Background: an optimization exercise with open tools, aiming at small area, a short achievable clock period and few clock cycles per item. Do not read the settings as production practice. No driver is modelled on the clock port, so clock power and skew are understated where the tree is cut down; a real chip needs a root buffer or a tree. Power and IR drop assume default switching activity.

02-17:
==> module lzss_decoder, before the edit <==
module lzss_decoder (
  input logic rst_,
  input logic clk,
  input logic literal,
  input logic data_ready,
  input logic [3*8-1:0] data_in,
  output logic new_data_ready,
  output logic data_valid,
  output logic [8-1:0] data_out
);
  localparam int WIN = 56;
  logic       t_valid;     
  logic       t_lit;       
  logic       t_copy;      
  logic       t_len1;      
  logic       t_off0;      
  logic [7:0] t_byte;      
  logic [7:0] t_len;
  logic [7:0] ring [WIN-1:0];
  logic [7:0] rem;       
  logic       act;       
  logic       last;      
  logic       rep;       
  logic       empty;     
  logic [5:0] rot;       
  logic       lit;       
  logic [7:0] e_byte;    
  logic [7:0] lo_a;      
  logic [7:0] lo_b;      
  logic [6:0] hi;        
  logic       accept;
  logic       e_load;
  logic       in_far;
  logic       in_copy;
  logic       nxt_act;
  logic       nxt_last;
  logic       nxt_empty;
  logic [5:0] nxt_rot;
  logic       nxt_rem_ge2;
  logic       nxt_rem_eq2;
  logic       act2, last2, empty2, rot2_55;
  logic [7:0] byte_out;
  assign accept   = data_ready & new_data_ready;
  assign e_load   = t_valid;
  assign in_far   = (|data_in[15:6]) | (data_in[5:3] == 3'b111);
  assign in_copy  = !literal && !in_far && data_in[23:16] != 8'd0;
  assign data_out = ring[0];
  always_comb begin
    byte_out = lit ? e_byte : 8'd0;
    for (int j = 0; j < 7; j++) begin
      logic [7:0] grp;
      grp = 8'd0;
      for (int k = 0; k < 8; k++)
        for (int b = 0; b < 8; b++)
          grp[b] = grp[b] | ((b % 2 == 0 ? lo_a[k] : lo_b[k]) & ring[8*j+k][b]);
      byte_out = byte_out | (hi[j] ? grp : 8'd0);
    end
  end
  always_comb begin
    nxt_act     = e_load ? (t_lit || t_copy) : (act && rem >= 8'd2);
    nxt_last    = e_load ? (t_lit || (t_copy && t_len1)) : (act && rem == 8'd2);
    nxt_empty   = empty & !act;
    nxt_rot     = (act || empty || rot == 6'(WIN-1)) ? 6'd0 : rot + 6'd1;
    nxt_rem_ge2 = e_load ? (!t_lit && t_copy && t_len >= 8'd2) : rem >= 8'd3;
    nxt_rem_eq2 = e_load ? (!t_lit && t_copy && t_len == 8'd2) : rem == 8'd3;
    act2        = accept ? (literal || in_copy) : (nxt_act && nxt_rem_ge2);
    last2       = accept ? (literal || (in_copy && data_in[23:16] == 8'd1)) : (nxt_act && nxt_rem_eq2);
    empty2      = nxt_empty & !nxt_act;
    rot2_55     = !act && !empty && rot == 6'(WIN-3) && !nxt_act;
  end
  always_ff @(posedge clk) begin
    t_lit  <= literal;
    t_copy <= in_copy;
    t_len1 <= data_in[23:16] == 8'd1;
    t_off0 <= data_in[5:0] == 6'd0;
    t_byte <= data_in[7:0];
    t_len  <= data_in[23:16];
  end
  always_ff @(posedge clk) begin
    ring[0] <= byte_out;
    for (int i = WIN-1; i >= 1; i--) ring[i] <= ring[i-1];
  end
  always_ff @(posedge clk) begin
    e_byte[7:6] <= t_byte[7:6];
    e_byte[5:0] <= e_load ? t_byte[5:0] : e_byte[5:0] - 6'd1;
  end
  always_ff @(posedge clk) begin
    if (e_load) begin
      if (t_lit)       rem <= 8'd1;
      else if (t_copy) rem <= t_len;
      else             rem <= 8'd0;
    end else begin
      rem <= rem - 8'd1;
    end
  end
  always_ff @(posedge clk) begin
    if (!rst_) begin
      lit  <= 1'b0;
      lo_a <= 8'h80;
      lo_b <= 8'h80;
      hi   <= 7'h40;
    end else if (e_load) begin
      lit <= t_lit;
      for (int k = 0; k < 8; k++) begin
        lo_a[k] <= t_copy ? t_byte[2:0] == 3'(k) : (k == 7 && !t_lit);
        lo_b[k] <= t_copy ? t_byte[2:0] == 3'(k) : (k == 7 || t_lit);
      end
      for (int j = 0; j < 7; j++) hi[j] <= t_copy ? t_byte[5:3] == 3'(j) : (j == 6 && !t_lit);
    end else if (last) begin
      lit  <= 1'b0;
      lo_a <= 8'h80;
      lo_b <= 8'h80;
      hi   <= 7'h40;
    end else if (rep) begin
      lit  <= 1'b0;
      lo_a <= 8'h01;
      lo_b <= 8'h01;
      hi   <= 7'h01;
    end
  end
  always_ff @(posedge clk) begin
    if (!rst_) begin
      t_valid        <= 1'b0;
      act            <= 1'b0;
      last           <= 1'b0;
      rep            <= 1'b0;
      empty          <= 1'b1;
      rot            <= 6'd0;
      new_data_ready <= 1'b1;
      data_valid     <= 1'b0;
    end else begin
      t_valid        <= accept;
      act            <= nxt_act;
      last           <= nxt_last;
      rep            <= e_load ? (t_copy && t_off0 && !t_len1)
                               : (act && rem >= 8'd3 && e_byte[5:0] == 6'd1);
      empty          <= nxt_empty;
      rot            <= nxt_rot;
      new_data_ready <= last2 || (!act2 && (empty2 || rot2_55));
      data_valid     <= act;
    end
  end
endmodule
==> flow/config.mk <==
export PLATFORM = sky130hd
export DESIGN_NAME = lzss_decoder
export DESIGN_NICKNAME = lzss_decoder
export VERILOG_FILES = /design/flow/design.v
export SDC_FILE = /design/flow/constraint.sdc
export NUM_CORES = 4
export LEC_CHECK = 0
export CAP_MARGIN = 20
export CORE_MARGIN = 2
export CORE_UTILIZATION = 65
export CTS_CLUSTER_DIAMETER = 60
export CTS_CLUSTER_SIZE = 15
export SETUP_SLACK_MARGIN = 3.2
export SLEW_MARGIN = 20
==> flow/constraint.sdc <==
create_clock -name core_clock -period 5.0 [get_ports {clk}]
set_input_delay 1.0000 -clock core_clock [delete_from_list [all_inputs] [get_ports {clk}]]
set_output_delay 1.0000 -clock core_clock [all_outputs]
set_load 0.01 [all_outputs]
standard.sh (not shown) runs the stock make flow with config.mk's settings and CLKGATE_MAP_FILE= SYNTH_SCRIPT=/design/flow/synth_recipe.tcl, a recipe that flattens the netlist after the stock synthesis.
==> flow/flow/run.sh <==
#!/bin/bash
set -euo pipefail
R=orfs/results/${FLOW_PLATFORM}/lzss_decoder/base
bash standard.sh "BUFFER_PORTS_ARGS=-buffer_cell sky130_fd_sc_hd__buf_1" cts > 1_standard_to_cts.log 2>&1
cp $R/4_cts.odb $R/4_cts_orig.odb
R=$R openroad -no_init -exit flow/flatten_clock_tree.tcl > 2_flatten_clock_tree.log 2>&1
bash standard.sh finish > 3_standard_finish.log 2>&1
Other scripts of this flow, unchanged in this note and not shown: flow/flow/flatten_clock_tree.tcl
Here is what was changed in the inputs of 08-28 compared with 02-17.
diff --git a/flow/design.v b/flow/design.v
--- a/flow/design.v
+++ b/flow/design.v
@@ -10,7 +10,7 @@
   output logic [8-1:0] data_out
 );
   localparam int WIN = 56;
-  logic       t_valid;     
+  logic       t_valid;
   logic       t_lit;       
   logic       t_copy;      
   logic       t_len1;      
@@ -24,6 +24,7 @@
   logic       rep;       
   logic       empty;     
   logic [5:0] rot;       
+  logic       can_take;  
   logic       lit;       
   logic [7:0] e_byte;    
   logic [7:0] lo_a;      
@@ -32,19 +33,16 @@
   logic       accept;
   logic       e_load;
   logic       in_far;
-  logic       in_copy;
+  logic       nxt_t_valid;
   logic       nxt_act;
   logic       nxt_last;
   logic       nxt_empty;
   logic [5:0] nxt_rot;
-  logic       nxt_rem_ge2;
-  logic       nxt_rem_eq2;
-  logic       act2, last2, empty2, rot2_55;
+  logic       nxt_can_take;
   logic [7:0] byte_out;
   assign accept   = data_ready & new_data_ready;
-  assign e_load   = t_valid;
+  assign e_load   = t_valid & can_take;
   assign in_far   = (|data_in[15:6]) | (data_in[5:3] == 3'b111);
-  assign in_copy  = !literal && !in_far && data_in[23:16] != 8'd0;
   assign data_out = ring[0];
   always_comb begin
     byte_out = lit ? e_byte : 8'd0;
@@ -58,24 +56,22 @@
     end
   end
   always_comb begin
-    nxt_act     = e_load ? (t_lit || t_copy) : (act && rem >= 8'd2);
-    nxt_last    = e_load ? (t_lit || (t_copy && t_len1)) : (act && rem == 8'd2);
-    nxt_empty   = empty & !act;
-    nxt_rot     = (act || empty || rot == 6'(WIN-1)) ? 6'd0 : rot + 6'd1;
-    nxt_rem_ge2 = e_load ? (!t_lit && t_copy && t_len >= 8'd2) : rem >= 8'd3;
-    nxt_rem_eq2 = e_load ? (!t_lit && t_copy && t_len == 8'd2) : rem == 8'd3;
-    act2        = accept ? (literal || in_copy) : (nxt_act && nxt_rem_ge2);
-    last2       = accept ? (literal || (in_copy && data_in[23:16] == 8'd1)) : (nxt_act && nxt_rem_eq2);
-    empty2      = nxt_empty & !nxt_act;
-    rot2_55     = !act && !empty && rot == 6'(WIN-3) && !nxt_act;
+    nxt_t_valid  = accept | (t_valid & !can_take);
+    nxt_act      = e_load ? (t_lit || t_copy) : (act && rem >= 8'd2);
+    nxt_last     = e_load ? (t_lit || (t_copy && t_len1)) : (act && rem == 8'd2);
+    nxt_empty    = empty & !act;
+    nxt_rot      = (act || empty || rot == 6'(WIN-1)) ? 6'd0 : rot + 6'd1;
+    nxt_can_take = nxt_last || (!nxt_act && (nxt_empty || nxt_rot == 6'(WIN-1)));
   end
   always_ff @(posedge clk) begin
-    t_lit  <= literal;
-    t_copy <= in_copy;
-    t_len1 <= data_in[23:16] == 8'd1;
-    t_off0 <= data_in[5:0] == 6'd0;
-    t_byte <= data_in[7:0];
-    t_len  <= data_in[23:16];
+    if (accept) begin
+      t_lit  <= literal;
+      t_copy <= !literal && !in_far && data_in[23:16] != 8'd0;
+      t_len1 <= data_in[23:16] == 8'd1;
+      t_off0 <= data_in[5:0] == 6'd0;
+      t_byte <= data_in[7:0];
+      t_len  <= data_in[23:16];
+    end
   end
   always_ff @(posedge clk) begin
     ring[0] <= byte_out;
@@ -127,17 +123,19 @@
       rep            <= 1'b0;
       empty          <= 1'b1;
       rot            <= 6'd0;
+      can_take       <= 1'b1;
       new_data_ready <= 1'b1;
       data_valid     <= 1'b0;
     end else begin
-      t_valid        <= accept;
+      t_valid        <= nxt_t_valid;
       act            <= nxt_act;
       last           <= nxt_last;
       rep            <= e_load ? (t_copy && t_off0 && !t_len1)
                                : (act && rem >= 8'd3 && e_byte[5:0] == 6'd1);
       empty          <= nxt_empty;
       rot            <= nxt_rot;
-      new_data_ready <= last2 || (!act2 && (empty2 || rot2_55));
+      can_take       <= nxt_can_take;
+      new_data_ready <= !nxt_t_valid || nxt_can_take;
       data_valid     <= act;
     end
   end
Results
08-28 completed every stage of the flow, and the final layout passed the timing, DRC and antenna checks. Every stage of the flow completed for 02-17, and the final layout passed the timing, DRC and antenna checks. Final worst-path cycle share for 08-28: 7.7 points down relative to 02-17. Kind of critical path: input pin to register -> 02-17, register to output port -> 08-28. There was hardly any difference in sequential cell count between 02-17 and 08-28. Of 08-28 and 02-17, it is 08-28 that has the lower synthesis-to-finish area growth. The worst-skew pair later-pin latency on 08-28 is in line with that on 02-17. On worst hold-check slack, the higher figure sits with 02-17, not 08-28. | share of the synthesized area in compound gates (AO/OA/AOI/OAI) | higher: 08-28 |. The tightest slew margin relative to the limit in 08-28 was lower than what 02-17 gave. 08-28 against 02-17: routed wire length now sits at about the same level, overall power consumption now sits higher. Starting density of the core, 02-17 and 08-28: smaller value in 02-17. NOTE die height 02-17->08-28 increased slightly. From 02-17 to 08-28 the numbers moved as follows: worst setup slack climbed 0.38 ns, sequential fraction of total cell area climbed 0.46 points.
Function was not checked in any run of this note: the RTL went through the layout flow alone.

what the ideal ports hide:
The results above use ideal ports. As a check the final layouts listed here were re-extracted and re-timed, cells and wires unchanged. Step 1 sets driving cells, clkbuf_16 on the clock port and buf_2 on the other inputs (assumed; they add their load-dependent delay and slew). Step 2 also shifts input and output timing later by t, the mid clock arrival at the registers, as if the neighbouring blocks saw the same clock. Slacks: ideal ports / drivers / drivers and shift; pairs: ideal ports / drivers.
| run | t, ns | setup slack, ns | worst register clock-pin slew, ns |
|---|---|---|---|
| 02-17 | 0.421 | 2.804 / 2.875 / 2.454 | 0.09 / 0.09 |
| 08-28 | 0.423 | 3.189 / 3.096 / 2.985 | 0.09 / 0.09 |
After both steps every run listed still meets setup and hold. For 02-17, which loses most, drivers alone change the setup slack by +0.071 ns; drivers and shift together by -0.350 ns.
